Source: an optimization exercise on an open RTL-to-GDS flow (aim: small area). Production flows keep margins and buffers that such runs may drop.
Only simulation tests tie the RTL to the original design; equivalence was not proved.
Power figures rest on the tool's default switching activity, not on a simulated workload.

==> flow/design.v <==
module coef_rom(ix, fsel, k, d, r);
  input [9:0] ix;
  input [1:0] fsel;
  input [2:0] k;
  output reg [33:0] d;
  output [6:0] r;
  reg [5:0] seg;
  reg [6:0] msk;
  reg [2:0] shl;
  wire [6:0] rm = ix[6:0] & msk;
  assign r = rm << shl;
  always @(*) begin
    seg = 6'd0; msk = 7'd0; shl = 3'd0;
    case (fsel)
      2'd0: begin
        casez (ix)
          10'b000???????: begin seg = 6'd0; msk = 7'd127; shl = 3'd0; end
          10'b001???????: begin seg = 6'd1; msk = 7'd127; shl = 3'd0; end
          10'b0100??????: begin seg = 6'd2; msk = 7'd63; shl = 3'd1; end
          10'b0101??????: begin seg = 6'd3; msk = 7'd63; shl = 3'd1; end
          10'b0110??????: begin seg = 6'd4; msk = 7'd63; shl = 3'd1; end
          10'b0111??????: begin seg = 6'd5; msk = 7'd63; shl = 3'd1; end
          10'b1000??????: begin seg = 6'd6; msk = 7'd63; shl = 3'd1; end
          10'b1001??????: begin seg = 6'd7; msk = 7'd63; shl = 3'd1; end
          10'b1010??????: begin seg = 6'd8; msk = 7'd63; shl = 3'd1; end
          10'b1011??????: begin seg = 6'd9; msk = 7'd63; shl = 3'd1; end
          10'b11000?????: begin seg = 6'd10; msk = 7'd31; shl = 3'd2; end
          10'b11001?????: begin seg = 6'd11; msk = 7'd31; shl = 3'd2; end
          10'b11010?????: begin seg = 6'd12; msk = 7'd31; shl = 3'd2; end
          10'b11011?????: begin seg = 6'd13; msk = 7'd31; shl = 3'd2; end
          10'b11100?????: begin seg = 6'd14; msk = 7'd31; shl = 3'd2; end
          10'b111010????: begin seg = 6'd15; msk = 7'd15; shl = 3'd3; end
          10'b111011????: begin seg = 6'd16; msk = 7'd15; shl = 3'd3; end
          10'b111100????: begin seg = 6'd17; msk = 7'd15; shl = 3'd3; end
          10'b111101????: begin seg = 6'd18; msk = 7'd15; shl = 3'd3; end
          10'b1111100???: begin seg = 6'd19; msk = 7'd7; shl = 3'd4; end
          10'b1111101???: begin seg = 6'd20; msk = 7'd7; shl = 3'd4; end
          10'b1111110???: begin seg = 6'd21; msk = 7'd7; shl = 3'd4; end
          10'b11111110??: begin seg = 6'd22; msk = 7'd3; shl = 3'd5; end
          10'b11111111??: begin seg = 6'd23; msk = 7'd3; shl = 3'd5; end
          default: begin seg = 6'd0; msk = 7'd0; end
        endcase
      end
      2'd1: begin
        casez (ix)
          10'b000???????: begin seg = 6'd0; msk = 7'd127; shl = 3'd0; end
          10'b001???????: begin seg = 6'd1; msk = 7'd127; shl = 3'd0; end
          10'b010???????: begin seg = 6'd2; msk = 7'd127; shl = 3'd0; end
          10'b011000????: begin seg = 6'd3; msk = 7'd15; shl = 3'd3; end
          10'b011001????: begin seg = 6'd4; msk = 7'd15; shl = 3'd3; end
          10'b01101?????: begin seg = 6'd5; msk = 7'd31; shl = 3'd2; end
          10'b0111??????: begin seg = 6'd6; msk = 7'd63; shl = 3'd1; end
          10'b1000??????: begin seg = 6'd7; msk = 7'd63; shl = 3'd1; end
          10'b1001??????: begin seg = 6'd8; msk = 7'd63; shl = 3'd1; end
          10'b10100?????: begin seg = 6'd9; msk = 7'd31; shl = 3'd2; end
          10'b10101?????: begin seg = 6'd10; msk = 7'd31; shl = 3'd2; end
          10'b1011??????: begin seg = 6'd11; msk = 7'd63; shl = 3'd1; end
          10'b110???????: begin seg = 6'd12; msk = 7'd127; shl = 3'd0; end
          default: begin seg = 6'd0; msk = 7'd0; end
        endcase
      end
      2'd2: begin
        casez (ix)
          10'b000???????: begin seg = 6'd0; msk = 7'd127; shl = 3'd0; end
          10'b0010??????: begin seg = 6'd1; msk = 7'd63; shl = 3'd1; end
          10'b0011??????: begin seg = 6'd2; msk = 7'd63; shl = 3'd1; end
          10'b01000?????: begin seg = 6'd3; msk = 7'd31; shl = 3'd2; end
          10'b01001?????: begin seg = 6'd4; msk = 7'd31; shl = 3'd2; end
          10'b0101??????: begin seg = 6'd5; msk = 7'd63; shl = 3'd1; end
          10'b011???????: begin seg = 6'd6; msk = 7'd127; shl = 3'd0; end
          10'b1000??????: begin seg = 6'd7; msk = 7'd63; shl = 3'd1; end
          10'b10010?????: begin seg = 6'd8; msk = 7'd31; shl = 3'd2; end
          10'b10011?????: begin seg = 6'd9; msk = 7'd31; shl = 3'd2; end
          10'b1010??????: begin seg = 6'd10; msk = 7'd63; shl = 3'd1; end
          10'b1011??????: begin seg = 6'd11; msk = 7'd63; shl = 3'd1; end
          10'b110???????: begin seg = 6'd12; msk = 7'd127; shl = 3'd0; end
          default: begin seg = 6'd0; msk = 7'd0; end
        endcase
      end
      default: ;
    endcase
  end
  reg [33:0] ck0;
  always @(*) begin
    case ({fsel, seg})
      {2'd0, 6'd0}: ck0 = 34'h108300;
      {2'd0, 6'd1}: ck0 = 34'h101b6600;
      {2'd0, 6'd2}: ck0 = 34'h2068ca00;
      {2'd0, 6'd3}: ck0 = 34'h28bfd600;
      {2'd0, 6'd4}: ck0 = 34'h3145c700;
      {2'd0, 6'd5}: ck0 = 34'h3a082c00;
      {2'd0, 6'd6}: ck0 = 34'h43185300;
      {2'd0, 6'd7}: ck0 = 34'h4c8bb000;
      {2'd0, 6'd8}: ck0 = 34'h567fb000;
      {2'd0, 6'd9}: ck0 = 34'h611e0000;
      {2'd0, 6'd10}: ck0 = 34'h6ca5ff00;
      {2'd0, 6'd11}: ck0 = 34'h72e00000;
      {2'd0, 6'd12}: ck0 = 34'h79820400;
      {2'd0, 6'd13}: ck0 = 34'h80a90000;
      {2'd0, 6'd14}: ck0 = 34'h8881a000;
      {2'd0, 6'd15}: ck0 = 34'h91580000;
      {2'd0, 6'd16}: ck0 = 34'h964b2800;
      {2'd0, 6'd17}: ck0 = 34'h9bbfee00;
      {2'd0, 6'd18}: ck0 = 34'ha1ecd800;
      {2'd0, 6'd19}: ck0 = 34'ha93b5000;
      {2'd0, 6'd20}: ck0 = 34'had963000;
      {2'd0, 6'd21}: ck0 = 34'hb2c3d000;
      {2'd0, 6'd22}: ck0 = 34'hb98fe000;
      {2'd0, 6'd23}: ck0 = 34'hbe7a8000;
      {2'd1, 6'd0}: ck0 = 34'h10100;
      {2'd1, 6'd1}: ck0 = 34'hf65900;
      {2'd1, 6'd2}: ck0 = 34'h1af6100;
      {2'd1, 6'd3}: ck0 = 34'h1fecb00;
      {2'd1, 6'd4}: ck0 = 34'h1fffc00;
      {2'd1, 6'd5}: ck0 = 34'h1ff3300;
      {2'd1, 6'd6}: ck0 = 34'h1f7a100;
      {2'd1, 6'd7}: ck0 = 34'h1d12700;
      {2'd1, 6'd8}: ck0 = 34'h18dc100;
      {2'd1, 6'd9}: ck0 = 34'h1319f00;
      {2'd1, 6'd10}: ck0 = 34'hfc0600;
      {2'd1, 6'd11}: ck0 = 34'hc27e00;
      {2'd1, 6'd12}: ck0 = 34'h474800;
      {2'd2, 6'd0}: ck0 = 34'h2000100;
      {2'd2, 6'd1}: ck0 = 34'h1c0d900;
      {2'd2, 6'd2}: ck0 = 34'h175f300;
      {2'd2, 6'd3}: ck0 = 34'h113cd00;
      {2'd2, 6'd4}: ck0 = 34'hdbdc00;
      {2'd2, 6'd5}: ck0 = 34'ha08000;
      {2'd2, 6'd6}: ck0 = 34'h233a00;
      {2'd2, 6'd7}: ck0 = 34'h3ff2a0800;
      {2'd2, 6'd8}: ck0 = 34'h3febd9a00;
      {2'd2, 6'd9}: ck0 = 34'h3fe8e8a00;
      {2'd2, 6'd10}: ck0 = 34'h3fe653900;
      {2'd2, 6'd11}: ck0 = 34'h3fe266200;
      {2'd2, 6'd12}: ck0 = 34'h3fe04fe00;
      default: ck0 = 34'h0;
    endcase
  end
  reg [33:0] ck1;
  always @(*) begin
    case ({fsel, seg})
      {2'd0, 6'd0}: ck1 = 34'h1fffed00;
      {2'd0, 6'd1}: ck1 = 34'h2040da00;
      {2'd0, 6'd2}: ck1 = 34'h10877800;
      {2'd0, 6'd3}: ck1 = 34'h10d83000;
      {2'd0, 6'd4}: ck1 = 34'h1141e000;
      {2'd0, 6'd5}: ck1 = 34'h11ccc000;
      {2'd0, 6'd6}: ck1 = 34'h127a4f00;
      {2'd0, 6'd7}: ck1 = 34'h135b8000;
      {2'd0, 6'd8}: ck1 = 34'h14828000;
      {2'd0, 6'd9}: ck1 = 34'h160cd500;
      {2'd0, 6'd10}: ck1 = 34'hc1ae800;
      {2'd0, 6'd11}: ck1 = 34'hcd62000;
      {2'd0, 6'd12}: ck1 = 34'hdbe2000;
      {2'd0, 6'd13}: ck1 = 34'heee6000;
      {2'd0, 6'd14}: ck1 = 34'h10920000;
      {2'd0, 6'd15}: ck1 = 34'h97ee000;
      {2'd0, 6'd16}: ck1 = 34'ha5ac000;
      {2'd0, 6'd17}: ck1 = 34'hb8b4000;
      {2'd0, 6'd18}: ck1 = 34'hd46e000;
      {2'd0, 6'd19}: ck1 = 34'h8270000;
      {2'd0, 6'd20}: ck1 = 34'h96e0000;
      {2'd0, 6'd21}: ck1 = 34'hb938000;
      {2'd0, 6'd22}: ck1 = 34'h84b8000;
      {2'd0, 6'd23}: ck1 = 34'hd100000;
      {2'd1, 6'd0}: ck1 = 34'h1fffc00;
      {2'd1, 6'd1}: ck1 = 34'h1c0e700;
      {2'd1, 6'd2}: ck1 = 34'h113e000;
      {2'd1, 6'd3}: ck1 = 34'h46c00;
      {2'd1, 6'd4}: ck1 = 34'h7900;
      {2'd1, 6'd5}: ck1 = 34'h3fff8da00;
      {2'd1, 6'd6}: ck1 = 34'h3ffd1e300;
      {2'd1, 6'd7}: ck1 = 34'h3ff94f100;
      {2'd1, 6'd8}: ck1 = 34'h3ff5ec800;
      {2'd1, 6'd9}: ck1 = 34'h3ff996b00;
      {2'd1, 6'd10}: ck1 = 34'h3ff90a100;
      {2'd1, 6'd11}: ck1 = 34'h3ff133700;
      {2'd1, 6'd12}: ck1 = 34'h3fe03e000;
      {2'd2, 6'd0}: ck1 = 34'h3ffff0f00;
      {2'd2, 6'd1}: ck1 = 34'h3ff84e500;
      {2'd2, 6'd2}: ck1 = 34'h3ff512b00;
      {2'd2, 6'd3}: ck1 = 34'h3ff942f00;
      {2'd2, 6'd4}: ck1 = 34'h3ff8c8600;
      {2'd2, 6'd5}: ck1 = 34'h3ff0cfb00;
      {2'd2, 6'd6}: ck1 = 34'h3fe014100;
      {2'd2, 6'd7}: ck1 = 34'h3ff176900;
      {2'd2, 6'd8}: ck1 = 34'h3ff9ca400;
      {2'd2, 6'd9}: ck1 = 34'h3ffa74300;
      {2'd2, 6'd10}: ck1 = 34'h3ff673300;
      {2'd2, 6'd11}: ck1 = 34'h3ff9ec000;
      {2'd2, 6'd12}: ck1 = 34'h3ffb8a000;
      default: ck1 = 34'h0;
    endcase
  end
  reg [33:0] ck2;
  always @(*) begin
    case ({fsel, seg})
      {2'd0, 6'd0}: ck2 = 34'h8000;
      {2'd0, 6'd1}: ck2 = 34'h840000;
      {2'd0, 6'd2}: ck2 = 34'h450000;
      {2'd0, 6'd3}: ck2 = 34'h5f0000;
      {2'd0, 6'd4}: ck2 = 34'h7e0000;
      {2'd0, 6'd5}: ck2 = 34'h970000;
      {2'd0, 6'd6}: ck2 = 34'hc87800;
      {2'd0, 6'd7}: ck2 = 34'h1010000;
      {2'd0, 6'd8}: ck2 = 34'h14c0000;
      {2'd0, 6'd9}: ck2 = 34'h1c3fc00;
      {2'd0, 6'd10}: ck2 = 34'ha64000;
      {2'd0, 6'd11}: ck2 = 34'hc40000;
      {2'd0, 6'd12}: ck2 = 34'h1000000;
      {2'd0, 6'd13}: ck2 = 34'h1560000;
      {2'd0, 6'd14}: ck2 = 34'h1d60000;
      {2'd0, 6'd15}: ck2 = 34'hb00000;
      {2'd0, 6'd16}: ck2 = 34'hfe0000;
      {2'd0, 6'd17}: ck2 = 34'h15c0000;
      {2'd0, 6'd18}: ck2 = 34'h22a0000;
      {2'd0, 6'd19}: ck2 = 34'he00000;
      {2'd0, 6'd20}: ck2 = 34'h15a0000;
      {2'd0, 6'd21}: ck2 = 34'h2800000;
      {2'd0, 6'd22}: ck2 = 34'h2000000;
      {2'd0, 6'd23}: ck2 = 34'h3fac00000;
      {2'd1, 6'd0}: ck2 = 34'hc00;
      {2'd1, 6'd1}: ck2 = 34'h3ff849600;
      {2'd1, 6'd2}: ck2 = 34'h3ff27ac00;
      {2'd1, 6'd3}: ck2 = 34'h3fffbf800;
      {2'd1, 6'd4}: ck2 = 34'h3fffc9600;
      {2'd1, 6'd5}: ck2 = 34'h3ffefd000;
      {2'd1, 6'd6}: ck2 = 34'h3ffc0da00;
      {2'd1, 6'd7}: ck2 = 34'h3ffc69f00;
      {2'd1, 6'd8}: ck2 = 34'h3ffce4600;
      {2'd1, 6'd9}: ck2 = 34'h3fff55c00;
      {2'd1, 6'd10}: ck2 = 34'h3fff7d500;
      {2'd1, 6'd11}: ck2 = 34'h3ffe77c00;
      {2'd1, 6'd12}: ck2 = 34'h3fff00000;
      {2'd2, 6'd0}: ck2 = 34'h3feffb200;
      {2'd2, 6'd1}: ck2 = 34'h3ffc77000;
      {2'd2, 6'd2}: ck2 = 34'h3ffd10200;
      {2'd2, 6'd3}: ck2 = 34'h3fff72d00;
      {2'd2, 6'd4}: ck2 = 34'h3fff89000;
      {2'd2, 6'd5}: ck2 = 34'h3ffeb6b00;
      {2'd2, 6'd6}: ck2 = 34'h3ffede500;
      {2'd2, 6'd7}: ck2 = 34'h1af700;
      {2'd2, 6'd8}: ck2 = 34'h9c600;
      {2'd2, 6'd9}: ck2 = 34'hc3000;
      {2'd2, 6'd10}: ck2 = 34'h338200;
      {2'd2, 6'd11}: ck2 = 34'h3b7200;
      {2'd2, 6'd12}: ck2 = 34'h1000000;
      default: ck2 = 34'h0;
    endcase
  end
  reg [33:0] ck3;
  always @(*) begin
    case ({fsel, seg})
      {2'd0, 6'd0}: ck3 = 34'h5600;
      {2'd0, 6'd1}: ck3 = 34'h6000;
      {2'd0, 6'd2}: ck3 = 34'h1000;
      {2'd0, 6'd3}: ck3 = 34'h1000;
      {2'd0, 6'd4}: ck3 = 34'h1000;
      {2'd0, 6'd5}: ck3 = 34'h2000;
      {2'd0, 6'd6}: ck3 = 34'h2000;
      {2'd0, 6'd7}: ck3 = 34'h3000;
      {2'd0, 6'd8}: ck3 = 34'h5000;
      {2'd0, 6'd9}: ck3 = 34'h8400;
      {2'd0, 6'd10}: ck3 = 34'h1800;
      {2'd0, 6'd11}: ck3 = 34'h3000;
      {2'd0, 6'd12}: ck3 = 34'h4000;
      {2'd0, 6'd13}: ck3 = 34'h6000;
      {2'd0, 6'd14}: ck3 = 34'hc000;
      {2'd0, 6'd15}: ck3 = 34'h4000;
      {2'd0, 6'd16}: ck3 = 34'h4000;
      {2'd0, 6'd17}: ck3 = 34'h8000;
      {2'd0, 6'd18}: ck3 = 34'h10000;
      {2'd0, 6'd19}: ck3 = 34'h8000;
      {2'd0, 6'd20}: ck3 = 34'h10000;
      {2'd0, 6'd21}: ck3 = 34'h30000;
      {2'd0, 6'd22}: ck3 = 34'h20000;
      {2'd0, 6'd23}: ck3 = 34'h2e0000;
      {2'd1, 6'd0}: ck3 = 34'h3ffa7c400;
      {2'd1, 6'd1}: ck3 = 34'h3ffb4f900;
      {2'd1, 6'd2}: ck3 = 34'h3ffd37e00;
      {2'd1, 6'd4}: ck3 = 34'h3fffc8000;
      {2'd1, 6'd5}: ck3 = 34'h8000;
      {2'd1, 6'd6}: ck3 = 34'h2eb00;
      {2'd1, 6'd7}: ck3 = 34'h1c000;
      {2'd1, 6'd8}: ck3 = 34'h74000;
      {2'd1, 6'd9}: ck3 = 34'h4c000;
      {2'd1, 6'd10}: ck3 = 34'h19c00;
      {2'd1, 6'd11}: ck3 = 34'ha7000;
      {2'd2, 6'd0}: ck3 = 34'he700;
      {2'd2, 6'd1}: ck3 = 34'h66000;
      {2'd2, 6'd2}: ck3 = 34'h82000;
      {2'd2, 6'd3}: ck3 = 34'h18000;
      {2'd2, 6'd4}: ck3 = 34'h20000;
      {2'd2, 6'd5}: ck3 = 34'hb9000;
      {2'd2, 6'd6}: ck3 = 34'h57a900;
      {2'd2, 6'd7}: ck3 = 34'h90a00;
      {2'd2, 6'd8}: ck3 = 34'h15c00;
      {2'd2, 6'd10}: ck3 = 34'h58000;
      {2'd2, 6'd11}: ck3 = 34'h30000;
      default: ck3 = 34'h0;
    endcase
  end
  reg [33:0] ck4;
  always @(*) begin
    case ({fsel, seg})
      {2'd1, 6'd0}: ck4 = 34'h600;
      {2'd1, 6'd1}: ck4 = 34'hd00;
      {2'd1, 6'd2}: ck4 = 34'h1200;
      {2'd1, 6'd4}: ck4 = 34'h480;
      {2'd1, 6'd7}: ck4 = 34'h440;
      {2'd1, 6'd9}: ck4 = 34'h3fffffc00;
      {2'd2, 6'd0}: ck4 = 34'h1480;
      {2'd2, 6'd5}: ck4 = 34'h3ffffff00;
      {2'd2, 6'd6}: ck4 = 34'h3fffffc00;
      default: ck4 = 34'h0;
    endcase
  end
  always @(*) begin
    case (k)
      3'd0: d = ck0;
      3'd1: d = ck1;
      3'd2: d = ck2;
      3'd3: d = ck3;
      3'd4: d = ck4;
      default: d = 34'h0;
    endcase
  end
endmodule
module inv_kin(x, y, theta1, theta2, clock, rst);
  input  [31:0] x, y;
  output [31:0] theta1, theta2;
  input  clock;
  input  rst;
  localparam FA = 8;                        
  localparam [33:0] K265  = 34'd265 << 15;  
  localparam [33:0] K11   = 34'd11 << 15;
  localparam [33:0] MAGIC = 34'd4067204 << 8;    
  localparam [33:0] KAC1  = 34'd13177048;   
  localparam [33:0] KAC2  = 34'd13176792;   
  localparam [7:0] T_X2   = 8'd1;     
  localparam [7:0] T_SX   = 8'd17;
  localparam [7:0] T_Y2   = 8'd18;    
  localparam [7:0] T_SUM  = 8'd34;
  localparam [7:0] T_SUBK = 8'd35;
  localparam [7:0] T_ABSM = 8'd36;
  localparam [7:0] T_MG   = 8'd37;    
  localparam [7:0] T_E1   = 8'd48;    
  localparam [7:0] T_AC   = 8'd63;
  localparam [7:0] T_E2   = 8'd64;    
  localparam [7:0] T_S12  = 8'd84;    
  localparam [7:0] T_PX   = 8'd87;    
  localparam [7:0] T_E3   = 8'd103;   
  localparam [7:0] T_P1   = 8'd123;   
  localparam [7:0] T_PY   = 8'd126;   
  localparam [7:0] T_N    = 8'd142;   
  localparam [7:0] T_DIV  = 8'd144;   
  localparam [7:0] T_E4   = 8'd183;   
  localparam [7:0] T_END  = 8'd198;
  reg [31:0] xd, yd;
  reg [7:0]  t;
  reg [33:0] acc;
  reg [31:0] mq;
  reg        bc;
  reg [30:0] s, py;
  reg [9:0]  ix;
  reg [16:0] th2;
  reg        sgn2, pxs, pys, nsg;
  wire chg = (x != xd) | (y != yd);
  assign theta2 = {15'd0, th2};
  assign theta1 = {nsg, 15'd0, acc[FA+15:FA]};
  wire [30:0] e16 = {acc[13:0], mq[31:15]};
  localparam A_ACC = 3'd0, A_ZERO = 3'd1, A_ACC31 = 3'd2, A_E16 = 3'd3,
             A_TDIV = 3'd4, A_KAC1 = 3'd5, A_KAC2 = 3'd6, A_K11 = 3'd7;
  localparam X_ZERO = 4'd0, X_X = 4'd1, X_Y = 4'd2, X_MAGIC = 4'd3, X_ROM = 4'd4,
             X_MQ = 4'd5, X_MQM = 4'd6, X_PY = 4'd7, X_S = 4'd8, X_ACC = 4'd9,
             X_ACCM = 4'd10, X_K265 = 4'd11;
  localparam C_HOLD = 3'd0, C_SUM = 3'd1, C_BOOTH = 3'd2, C_CLR = 3'd4;
  localparam M_HOLD = 3'd0, M_BOOTH = 3'd1, M_SUM = 3'd2, M_SUM10 = 3'd3, M_ACC = 3'd4, M_SHL = 3'd5;
  reg [2:0] a_sel;
  reg [3:0] x_sel;
  reg       two_c, inv_c;      
  reg       booth;             
  reg       use_r;             
  reg [2:0] acc_op, mq_op;
  reg [1:0] fsel;
  reg [2:0] kc;
  reg       ld_s_acc, ld_py, ld_ix_mg, ld_ix_ac, div_step, ld_th2;
  reg       bc_clr;
  wire in_e1 = (t >= T_E1) && (t < T_E1 + 8'd15);
  wire in_e2 = (t >= T_E2) && (t < T_E2 + 8'd20);
  wire in_e3 = (t >= T_E3) && (t < T_E3 + 8'd20);
  wire in_e4 = (t >= T_E4) && (t < T_E4 + 8'd15);
  wire in_ev = in_e1 | in_e2 | in_e3 | in_e4;
  wire quart = in_e2 | in_e3;
  reg [1:0] est;
  reg [2:0] epos;
  wire sa = ~pxs;
  wire sb = pys;
  wire same = (sa == sb);
  localparam [4:0] P_INIT = 5'd0, P_X2 = 5'd1, P_SX = 5'd2, P_Y2 = 5'd3, P_SUM = 5'd4, P_SUBK = 5'd5,
                   P_ABSM = 5'd6, P_MG = 5'd7, P_EV = 5'd8, P_AC = 5'd9, P_S12A = 5'd10, P_S12B = 5'd11,
                   P_S12C = 5'd12, P_PX = 5'd13, P_P1A = 5'd14, P_P1B = 5'd15, P_P1C = 5'd16, P_PY = 5'd17,
                   P_N = 5'd18, P_N1 = 5'd19, P_DIV = 5'd20, P_IDLE = 5'd21;
  reg [4:0] ph;
  always @(*) begin
    if (t == 8'd0) ph = P_INIT;
    else if (t < T_SX) ph = P_X2;
    else if (t == T_SX) ph = P_SX;
    else if (t < T_SUM) ph = P_Y2;
    else if (t == T_SUM) ph = P_SUM;
    else if (t == T_SUBK) ph = P_SUBK;
    else if (t == T_ABSM) ph = P_ABSM;
    else if (t < T_E1) ph = P_MG;
    else if (t < T_AC) ph = P_EV;
    else if (t == T_AC) ph = P_AC;
    else if (t < T_S12) ph = P_EV;
    else if (t == T_S12) ph = P_S12A;
    else if (t == T_S12 + 8'd1) ph = P_S12B;
    else if (t == T_S12 + 8'd2) ph = P_S12C;
    else if (t < T_E3) ph = P_PX;
    else if (t < T_P1) ph = P_EV;
    else if (t == T_P1) ph = P_P1A;
    else if (t == T_P1 + 8'd1) ph = P_P1B;
    else if (t == T_P1 + 8'd2) ph = P_P1C;
    else if (t < T_N) ph = P_PY;
    else if (t == T_N) ph = P_N;
    else if (t == T_N + 8'd1) ph = P_N1;
    else if (t < T_E4) ph = P_DIV;
    else if (t < T_END) ph = P_EV;
    else ph = P_IDLE;
  end
  always @(*) begin
    a_sel = A_ACC; x_sel = X_ZERO; two_c = 1'b0; inv_c = 1'b0;
    booth = 1'b0; use_r = 1'b0; acc_op = C_SUM; mq_op = M_HOLD;
    fsel = in_e1 | in_e4 ? 2'd0 : in_e2 ? 2'd1 : 2'd2;
    kc = 3'd3;
    ld_s_acc = 1'b0; ld_py = 1'b0; ld_ix_mg = 1'b0; ld_ix_ac = 1'b0;
    div_step = 1'b0; ld_th2 = 1'b0; bc_clr = 1'b0;
    case (ph)
      P_INIT: begin
        a_sel = A_ZERO; x_sel = X_X; mq_op = M_SUM; acc_op = C_CLR; bc_clr = 1'b1;
      end
      P_X2, P_PX: begin
        booth = 1'b1; x_sel = X_X; acc_op = C_BOOTH; mq_op = M_BOOTH;
      end
      P_SX: begin
        ld_py = 1'b1; a_sel = A_ZERO; x_sel = X_Y; mq_op = M_SUM; acc_op = C_CLR; bc_clr = 1'b1;
      end
      P_Y2, P_PY: begin
        booth = 1'b1; x_sel = X_Y; acc_op = C_BOOTH; mq_op = M_BOOTH;
      end
      P_SUM: begin
        a_sel = A_E16; x_sel = X_PY;
      end
      P_SUBK: begin
        ld_s_acc = 1'b1; a_sel = A_ACC31; x_sel = X_K265; inv_c = 1'b1;
      end
      P_ABSM, P_P1C: begin
        if (acc[33]) begin a_sel = A_ZERO; x_sel = X_ACC; inv_c = 1'b1; end
        else begin a_sel = A_ACC; x_sel = X_ZERO; end
        mq_op = (ph == P_ABSM) ? M_SUM10 : M_SUM; acc_op = C_CLR; bc_clr = 1'b1;
      end
      P_MG: begin
        booth = 1'b1; x_sel = X_MAGIC; acc_op = C_BOOTH; mq_op = M_BOOTH;
        if (t == T_MG + 8'd10) ld_ix_mg = 1'b1;
      end
      P_EV: begin
        kc = (quart ? 3'd4 : 3'd3) - {1'b0, est} - ((epos == 3'd0) ? 3'd1 : 3'd0);
        if (epos == 3'd0) begin
          a_sel = A_ZERO; x_sel = X_ROM;
          if (est != 2'd0) mq_op = M_ACC;
          if (in_e3 && est == 2'd0) ld_py = 1'b1;
        end else begin
          booth = 1'b1; use_r = 1'b1; acc_op = C_BOOTH;
          x_sel = (est == 2'd0) ? X_ROM : X_MQ;
        end
      end
      P_AC: begin
        ld_th2 = 1'b1; ld_ix_ac = 1'b1;
        if (sgn2) begin a_sel = A_KAC2; x_sel = X_ACC; end
        else begin a_sel = A_KAC1; x_sel = X_ACC; inv_c = 1'b1; end
      end
      P_S12A: begin
        mq_op = M_ACC; a_sel = A_ZERO; x_sel = X_ACCM; inv_c = acc[33];
      end
      P_S12B: begin
        a_sel = A_ACC; x_sel = X_MQM; two_c = 1'b1; inv_c = mq[31];
      end
      P_S12C: begin
        a_sel = A_ACC; x_sel = X_ZERO; mq_op = M_SUM; acc_op = C_CLR; bc_clr = 1'b1;
      end
      P_P1A: begin
        mq_op = M_ACC; a_sel = A_K11; x_sel = X_ACCM;
      end
      P_P1B: begin
        a_sel = A_ACC; x_sel = X_MQM; two_c = 1'b1;
      end
      P_N: begin
        a_sel = A_E16; x_sel = X_PY; inv_c = ~same;
      end
      P_N1: begin
        if (same) begin a_sel = A_ACC31; x_sel = X_ZERO; end
        else if (acc[33]) begin a_sel = A_ZERO; x_sel = X_ACC; inv_c = 1'b1; end
        else begin a_sel = A_ACC; x_sel = X_ZERO; end
        mq_op = M_SUM; acc_op = C_CLR;
      end
      P_DIV: begin
        a_sel = A_TDIV; x_sel = X_S; inv_c = ~acc[33]; mq_op = M_SHL; div_step = 1'b1;
      end
      default: ;
    endcase
  end
  wire [33:0] rom_d;
  wire [6:0]  rom_r;
  coef_rom u_rom(.ix(ix), .fsel(fsel), .k(kc), .d(rom_d), .r(rom_r));
  wire [7:0] rr = {1'b0, rom_r};
  reg  [2:0] rw;
  always @(*) begin
    case (epos)
      3'd1: rw = {rr[1:0], 1'b0};
      3'd2: rw = rr[3:1];
      3'd3: rw = rr[5:3];
      default: rw = rr[7:5];
    endcase
  end
  wire [2:0] bw = use_r ? rw : {mq[1], mq[0], bc};
  wire b_zero = (bw == 3'b000) | (bw == 3'b111);
  wire b_two  = (bw == 3'b011) | (bw == 3'b100);
  wire b_neg  = bw[2];
  reg [33:0] xv;
  always @(*) begin
    case (x_sel)
      X_X:     xv = {3'd0, xd[30:0]};
      X_Y:     xv = {3'd0, yd[30:0]};
      X_MAGIC: xv = MAGIC;
      X_ROM:   xv = rom_d;
      X_MQ:    xv = {{2{mq[31]}}, mq};
      X_MQM:   xv = {{2{mq[31]}}, mq[31:2], 2'b00};
      X_PY:    xv = {3'd0, py};
      X_S:     xv = {3'd0, s};
      X_ACC:   xv = acc;
      X_ACCM:  xv = {acc[33:2], 2'b00};
      X_K265:  xv = K265;
      default: xv = 34'd0;
    endcase
  end
  reg [33:0] av;
  always @(*) begin
    case (a_sel)
      A_ACC:   av = acc;
      A_ZERO:  av = 34'd0;
      A_ACC31: av = {3'd0, acc[30:0]};
      A_E16:   av = {3'd0, e16};
      A_TDIV:  av = {acc[32:0], mq[30]};
      A_KAC1:  av = KAC1;
      A_KAC2:  av = KAC2;
      default: av = K11;
    endcase
  end
  wire zero = booth ? b_zero : 1'b0;
  wire two  = booth ? b_two  : two_c;
  wire inv  = booth ? (b_neg & ~b_zero) : inv_c;
  wire [33:0] bv0 = zero ? 34'd0 : (two ? {xv[32:0], 1'b0} : xv);
  wire [33:0] bvx = bv0 ^ {34{inv}};
  wire [34:0] cy;
  wire [33:0] sum;
  assign cy[0] = inv;
  genvar gi;
  generate
    for (gi = 0; gi < 34; gi = gi + 1) begin : rca
      assign sum[gi] = av[gi] ^ bvx[gi] ^ cy[gi];
      assign cy[gi+1] = (av[gi] & bvx[gi]) | (cy[gi] & (av[gi] ^ bvx[gi]));
    end
  endgenerate
  wire qbit = ~sum[33] | (s == 31'd0);
  always @(posedge clock) begin
    xd <= x;
    yd <= y;
    if (rst | chg) t <= 8'd0;
    else if (t != T_END) t <= t + 8'd1;
    case (acc_op)
      C_BOOTH: acc <= {{2{sum[33]}}, sum[33:2]};
      C_CLR:   acc <= 34'd0;
      default: acc <= sum;
    endcase
    case (mq_op)
      M_BOOTH: mq <= {sum[1:0], mq[31:2]};
      M_SUM:   mq <= sum[31:0];
      M_SUM10: mq <= {11'd0, sum[30:10]};
      M_ACC:   mq <= acc[31:0];
      M_SHL:   mq <= {mq[30:0], 1'b0};
      default: ;
    endcase
    if (booth & ~use_r) bc <= mq[1];
    else if (bc_clr) bc <= 1'b0;
    if (in_ev) begin
      epos <= (epos == 3'd4) ? 3'd0 : epos + 3'd1;
      if (epos == 3'd4) est <= est + 2'd1;
    end else begin
      epos <= 3'd0;
      est <= 2'd0;
    end
    if (ld_s_acc) s <= acc[30:0];
    if (ld_py) py <= e16;
    if (t == T_ABSM) sgn2 <= acc[33];
    if (t == T_S12 + 8'd2) pxs <= mq[31] ^ xd[31];
    if (t == T_P1 + 8'd2) pys <= acc[33] ^ yd[31];
    if (t == T_N + 8'd1) begin
      if (same) nsg <= sa;
      else if (acc[33]) nsg <= sa;
      else nsg <= sb & (acc[30:0] != 31'd0);
    end
    if (ld_ix_mg | ld_ix_ac) ix <= sum[FA+16:FA+7];
    else if (div_step) ix <= {ix[8:0], qbit};
    if (ld_th2) th2 <= sum[FA+16:FA];
  end
endmodule
==> flow/flow/run.sh <==
#!/bin/bash
# Own layout flow: the standard flow, except that synthesis maps the logic with an
# area-only ABC script (flow/abc_area.script) and the port buffers are buf_1 cells.
set -euo pipefail
here=$(pwd)
rm -rf scripts_own
cp -r "$FLOW_HOME/scripts" scripts_own
cp flow/abc_area.script scripts_own/abc_area.script
bash standard.sh SCRIPTS_DIR="$here/scripts_own" synth > synth.log 2>&1
bash standard.sh "BUFFER_PORTS_ARGS=-buffer_cell sky130_fd_sc_hd__buf_1" finish > layout.log 2>&1
==> flow/flow/abc_area.script <==
strash
dch -f
amap -F 4 -A 4
strash
dc2
dch -f
amap -F 4 -A 4
strash
dc2
dch -f
amap -F 4 -A 4
strash
dch -f
amap -F 4 -A 4
topo
==> flow/standard.sh <==
#!/bin/bash
# synth_recipe.tcl (not shown) runs the flow's synth.tcl, then flattens the netlist and writes it again
# the make line also repeats each setting of config.mk as NAME=value (left out here)
make -C /OpenROAD-flow-scripts/flow DESIGN_CONFIG=/design/flow/config.mk WORK_HOME=/design/flow/orfs CLKGATE_MAP_FILE= SYNTH_SCRIPT=/design/flow/synth_recipe.tcl "${@:-finish}"
==> flow/config.mk <==
export PLATFORM = sky130hd
export DESIGN_NAME = inv_kin
export DESIGN_NICKNAME = inv_kin
export VERILOG_FILES = /design/flow/design.v
export SDC_FILE = /design/flow/constraint.sdc
export NUM_CORES = 8
export LEC_CHECK = 0
export ABC_AREA = 1
export CAP_MARGIN = 20
export CORE_MARGIN = 2
export CORE_UTILIZATION = 22
export CTS_BUF_LIST = sky130_fd_sc_hd__clkbuf_16
export CTS_CLUSTER_DIAMETER = 100
export CTS_CLUSTER_SIZE = 16
export SLEW_MARGIN = 20
export SYNTH_MEMORY_MAX_BITS = 131072
==> flow/constraint.sdc <==
create_clock -name core_clock -period 20.0 [get_ports {clock}]
set_input_delay 4.0000 -clock core_clock [delete_from_list [all_inputs] [get_ports {clock}]]
set_output_delay 4.0000 -clock core_clock [all_outputs]
set_load 0.01 [all_outputs]
==> impl_metrics.tcl, run 1 <==
set metrics [dict create \
    synth_area_um2 16100 \
    timing.slew.headroom_pct 22.6 \
    rsz0062_at_grt "false" \
    reg2reg_to "ix[0]" \
    hpwlAfterDp_um 73600 \
    grt_pass1_wl_um 134000 \
    maxCapViolCount 0 \
    route.final.wire_length_um 95400 \
    routed.top_layer "met5" \
    end_kind "register" \
    grt_overflow 0 \
    p_int_mw 0.705 \
    clock-skew-final_ps 12.9 \
    cp.depth 78 \
    netSwitchingPower_mw 0.241 \
    gp_congestion 1.06 \
    fin_nets 2261 \
    final_cell_mix "nor2_1 (271), clkinv_1 (225), o21ai_0 (143), o22ai_1 (143), edfxtp_1 (126)" \
    synth.area.top_cells "edfxtp_1 (23%), dfxtp_1 (14%), nor2_1 (6.6%)" \
    route.vias.total 18800 \
    cts_tree "done" \
    grt_start_max_net_pins 61 \
    synth_cell_types 56 \
    grt_pass1_vias 17800 \
    async_flop_share_pct 0 \
    num-fill-cells 7983 \
    start_kind "register" \
    peakVddDrop_mv 0.0520 \
    area_delta_synth_final_pct 17.2 \
    finalCriticalPeriod_ps 18830 \
    n_antenna_cell 0 \
    cp_data_required_time_ps 20270 \
    drtPass1Iterations 9 \
    synth_seq_cells 237 \
    crit_path_frequent_cell "fa_1" \
    outcome "complete, no violations" \
    synth_flop_cell "edfxtp_1" \
    r2r-start "ix[9]" \
    worst_pin_slew_ps 1150 \
    post_cts_buffers 0 \
    drtIter0Drc 3005 \
    dp_cells 3089 \
    clk_path_buf_depth 3 \
    pwr-share-clk_pct 36.9 \
    fmax_ghz 0.0531 \
    setup_viol 0 \
    seq_area_frac_synth_pct 37.3 \
    wl_per_cell_um 30.6 \
    yosysTopAreaCell "edfxtp_1" \
    p_seq_share_pct 56.5 \
    pin_count 130 \
    m1WireLength_um 37000 \
    wl_met2_um 41200 \
    postSynthAreaPerCell_um2 8.25 \
    die_area_um2 75400 \
    pwr-share-comb_pct 6.6 \
    die_y_um 275 \
    critPathCapture "ix[0]" \
    hp-class "register to register" \
    setup_tns_ps 0 \
    slew_viol_final 0 \
    port_buffers 99 \
    postRouteAntennaNets 0 \
    insertion_delay_ps 530 \
    cp-startpoint "ix[9]" \
    clock_sinks 237 \
    wl_met3_um 10900 \
    switching_share_pct 25.5 \
    tritoncts.num_buffers 18 \
    antenna_found_initial 10 \
    path_max_fanout 32 \
    gr-usage-all-layers_pct 24.4 \
    start_util_pct 22.2 \
    powerDensity_nw_per_um2 50.1 \
    worstSetupPathType "register to register" \
    fp.dieW_um 275 \
    synth.top_cell.area_share_pct 23.5 \
    crit_family "adder cells" \
    crit_slowest_cell "or3_1" \
    cts_root_buf "clkbuf_16" \
    slowest_delay_ps 530 \
    synth-edff-count 126 \
    path_buf_inv 15 \
    layout.cells.most_common "nor2_1" \
    htree_levels 1 \
    coreArea_um2 72700 \
    finalNonFillerCells 3120 \
    row_count 99 \
    syn_inst 1953 \
    drc_errors 0 \
    vias_per_cell 6.03 \
    critPathArrivalTime_ps 19090 \
    rr_worst_depth 78 \
    drive_gt1_share_pct 7.27 \
    clkTransAtPathRegs_ps 80 \
    r2r_setup_slack_ps 1170 \
    min_path_cells 1 \
    yosysWarnings 2 \
    fin_crit_sh_pct 94.1 \
    hold_viol_final 0 \
    leakage_nw 6.36 \
]
worst min path at each step:
stage,start,endpoint,slack [ps]
6_report,epos[0],epos[0],490
3_3_place_gp,epos[0],epos[0],460
5_1_grt,epos[0],epos[0],510
3_5_place_dp,epos[0],epos[0],470
4_1_cts,epos[0],epos[0],490
2_1_floorplan,epos[0],epos[0],440
kinds of logic after synthesis:
| logic type | synth area share [%] |
|---|---|
| buffers and inverters | 7.55 |
| AOI/OAI and AO/OA | 27.9 |
| xor gates and xnor gates | 0.163 |
| adders and majority gates | 5.08 |
| and+or+nand+nor | 22.0 |
| DFF | 37.3 |
| other | 0.0233 |
power groups by stage:
stage               Combinational (mW)  Sequential [mW]  Clock (mW)
detailed placement              0.0605            0.545           0
global placement                0.0611            0.545           0
finish                          0.0628            0.535       0.349
global route                    0.0675            0.535       0.368
CTS                             0.0612            0.533       0.354
floorplan                       0.0378            0.536           0
layout make-up:
class	instances	area (um2)	share of cell area [%]
flip-flops and latches	237	6010	31.8
repair buffers	195	1090	5.78
well taps	959	1200	6.35
multi-input cells	1468	9210	48.7
clock inverters	13	61.3	0.325
inverters	230	873	4.62
clock buffers	18	450	2.38
cell usage after synthesis, types with 13 or more instances:
library cell	instances
nand4_1	14
nor2_1	284
a211oi_1	13
nor4_1	71
edfxtp_1	126
a21oi_1	72
fa_1	34
buf_4	47
o22ai_1	144
dfxtp_1	111
or3_1	78
or2_0	19
nand2_1	115
a31oi_1	25
or4_1	25
o221ai_1	47
a222oi_1	71
clkinv_1	230
a221oi_1	45
o21ai_0	147
nand3_1	24
nor3_1	90
repair_timing:
| item | CTS | global route |
|---|---|---|
| resized for setup | 0 | 17 |
| endpoints found under the setup margin | 0 | 6 |
| hold buffers | 0 | 0 |
sequential cells by signal, indices dropped and copies added, names as in the netlist, 2 cells and up:
register / flops
acc: 34
mq: 32
xd: 32
yd: 32
py: 31
s: 31
th2: 17
ix: 10
t: 8
epos: 3
est: 2
layer usage:
metal / GRT usage (%) / vias up
li1: - / 8001
met1: 31.5 / 9022
met2: 37.7 / 1448
met3: 5.73 / 333
met4: 13.1 / 20
met5: 0 / -
through the flow:
step	cell area (um2)	util, %	hold WS (ps)	total power [mW]	setup WS (ps)
finish	18900	26.0	490	0.946	1170
global route	18900	26.0	515	0.970	16.2
CTS	18800	25.9	489	0.948	883
detailed placement	18300	25.2	472	0.605	873
global placement	18300	25.2	462	0.606	1090
floorplan	16300	-	437	0.574	34.3
==> run 2: changes to the inputs <==
==> flow/flow/run.sh (replaced) <==
#!/bin/bash
# Own layout flow: the standard flow, except that
#  - synthesis maps the logic with an area-only ABC script (flow/abc_area.script),
#  - the port buffers are buf_1 cells,
#  - clock tree synthesis adds no dummy loads,
#  - timing-driven global placement does not reweight nets.
set -euo pipefail
here=$(pwd)
rm -rf scripts_own
cp -r "$FLOW_HOME/scripts" scripts_own
cp flow/abc_area.script scripts_own/abc_area.script
bash standard.sh SCRIPTS_DIR="$here/scripts_own" synth > synth.log 2>&1
bash standard.sh "BUFFER_PORTS_ARGS=-buffer_cell sky130_fd_sc_hd__buf_1" \
  "CTS_ARGS=-sink_clustering_enable -repair_clock_nets -sink_clustering_size 16 -sink_clustering_max_diameter 100 -buf_list sky130_fd_sc_hd__clkbuf_16 -dont_use_dummy_load" \
  "GLOBAL_PLACEMENT_ARGS=-timing_driven_nets_percentage 0" \
  finish > layout.log 2>&1
==> impl_metrics.tcl, run 2 <==
set metrics [dict create \
    crit_path_frequent_cell "fa_1" \
    coreArea_um2 72700 \
    die_y_um 275 \
    worstSetupPathType "register to register" \
    postSynthAreaPerCell_um2 8.25 \
    slowest_delay_ps 700 \
    synth.top_cell.area_share_pct 23.5 \
    end_kind "register" \
    hpwlAfterDp_um 67900 \
    yosys-top-cells-count "nor2_1 (284), clkinv_1 (230), o21ai_0 (147)" \
    hold_buffers 0 \
    cp-startpoint "ix[5]" \
    placed_area_um2 18000 \
    row_count 99 \
    synth_seq_cells 237 \
    critPathArrivalTime_ps 19380 \
    drtPass1Iterations 12 \
    timing.slew.headroom_pct 14.9 \
    cts_tree "done" \
    largest_reg_flops 34 \
    port_buffers 99 \
    async_flop_share_pct 0 \
    setup_viol 0 \
    insertion_delay_ps 530 \
    synth_most_common_cell "nor2_1" \
    path_max_fanout 27 \
    num-fill-cells 8006 \
    tritoncts.num_buffers 18 \
    finalNonFillerCells 3076 \
    drive_gt1_share_pct 6.71 \
    layout.cells.most_common "nor2_1" \
    hp-class "register to register" \
    start_util_pct 22.2 \
    setup_tns_ps 0 \
    fin_area_um2 18700 \
    finalCriticalPeriod_ps 19040 \
    grt_overflow 0 \
    crit_slowest_cell "or2_2" \
    antenna_found_initial 5 \
    grt_pass1_wl_um 129000 \
    final_cell_mix "nor2_1 (264), clkinv_1 (224), o21ai_0 (141), o22ai_1 (141), edfxtp_1 (126)" \
    seq_area_um2 6010 \
    min-delay-start "epos[0]" \
    area_delta_synth_final_pct 16.1 \
    peakVddDrop_mv 0.0628 \
    fp.dieW_um 275 \
    fin_crit_sh_pct 95.2 \
    dp_cells 3042 \
    drtIter0Drc 3476 \
    pin_count 130 \
    synth_area_um2 16100 \
    syn_inst 1953 \
    postRouteAntennaNets 0 \
    maxCapViolCount 0 \
    htree_levels 1 \
    hold_viol_final 0 \
    gr-usage-all-layers_pct 23.1 \
    slew_viol_final 0 \
    grt_start_max_net_pins 59 \
    synth_flop_cell "edfxtp_1" \
    cts_root_buf "clkbuf_16" \
    clkTransAtPathRegs_ps 80 \
    fin_nets 2228 \
    seq_area_frac_synth_pct 37.3 \
    r2r-start "ix[5]" \
    yosysWarnings 2 \
    largest-register "acc" \
    wl_per_cell_um 29.4 \
    synth-edff-count 126 \
    clk_path_buf_depth 3 \
    gp_congestion 1.03 \
    synth.area.top_cells "edfxtp_1 (23%), dfxtp_1 (14%), nor2_1 (6.6%)" \
    route.vias.total 18600 \
    outcome "complete, no violations" \
    vias_per_cell 6.06 \
    grt_pass1_vias 17500 \
    cp_data_required_time_ps 20340 \
    synth_cell_types 56 \
    yosysTopAreaCell "edfxtp_1" \
    start_kind "register" \
    powerDensity_nw_per_um2 49.8 \
    leakage_nw 6.15 \
    postLayoutCoreUtil_pct 25.7 \
    worst_pin_slew_ps 1270 \
    clock-skew-final_ps 53.0 \
    die_area_um2 75400 \
    drc_errors 0 \
    route.final.wire_length_um 90400 \
    fmax_ghz 0.0525 \
    clock_sinks 237 \
    multiInputGateArea_um2 9320 \
]
-- run 2: cell counts after synthesis --
No cell type changed its count.
-- run 2: logic make-up after synthesis --
family	share of synthesized area [%]
fa+ha+maj	5.08
other cells	0.0233
buf+inv	7.55
xor+xnor	0.163
compound gates	27.9
flops	37.3
simple gates	22.0
-- run 2: critical path, delay by kind of cell, from the launching register on --
kind	cells	cell delay, ps
fa+ha+maj	32	11450
simple gates	14	2800
compound gates	14	2450
buf+inv	12	1600
flops	1	580
-- run 2: layout make-up --
cell class | count | area share (%)
inverters | 230 | 4.70
clock buffers | 18 | 2.41
multi-input cells | 1469 | 49.8
repair buffers | 161 | 4.51
diodes | 2 | 0.0267
flip-flops and latches | 237 | 32.1
well taps | 959 | 6.41
-- run 2: per-layer routing --
layer	track usage [%]	vias up	routed length, um	share of wire (%)
li1	-	7902	-	-
met1	30.9	8838	34900	39
met2	35.1	1522	38400	42
met5	0	-	48	0.053
met3	5.46	356	11400	13
met4	10.9	8	5680	6.3
-- run 2: report_power, final --
group	switching [mW]	internal (mW)	leakage (nW)
sequential	0.0140	0.520	2.21
combinational	0.0426	0.0208	3.72
clock	0.174	0.160	0.222
total	0.231	0.700	6.15
-- run 2: metrics by stage --
step	hold slack, ps	power, mW	worst slack (ps)
floorplan	437	0.574	34.3
global placement	454	0.604	-882
detailed placement	467	0.604	-397
CTS	485	0.929	52.1
global route	503	0.953	-39.1
finish	483	0.931	959
-- run 2: path summary, 6_finish.rpt --
check / end / slack, ps / cells after the start
max: acc[31] / 960 / 72
min reg2reg: epos[0] / 480 / 1
min: epos[0] / 480 / 1
max reg2reg: acc[31] / 960 / 72
-- run 2: timing repair --
action	in CTS	in global routing
endpoints found under the setup margin	4	9
gates cloned	1	0
setup buffers	0	13
resized for setup	5	31
pin swaps	0	4

-- separate check: timing with driven ports --
How much do the figures lean on ideal ports? The routed layouts below were timed once more, with nothing changed but the port constraints. Step 1 sets driving cells, clkbuf_16 on the clock port and buf_2 on the other inputs (assumed; they add their load-dependent delay and slew). Step 2 times the ports against the registers' clock, not the clock port: input delays grow and output delays shrink by t, the midpoint of the rising clock arrivals with the driver on. a / b / c = no drivers / after step 1 / after step 2; a / b = the first two.
| run | t (ns) | setup WS [ns] | cell pins on the clock port's net |
|---|---|---|---|
| run 1 | 0.575 | 1.174 / 1.174 / 1.174 | 1 |
| run 2 | 0.556 | 0.959 / 0.959 / 0.959 | 1 |
After both steps every run listed still meets setup and hold.
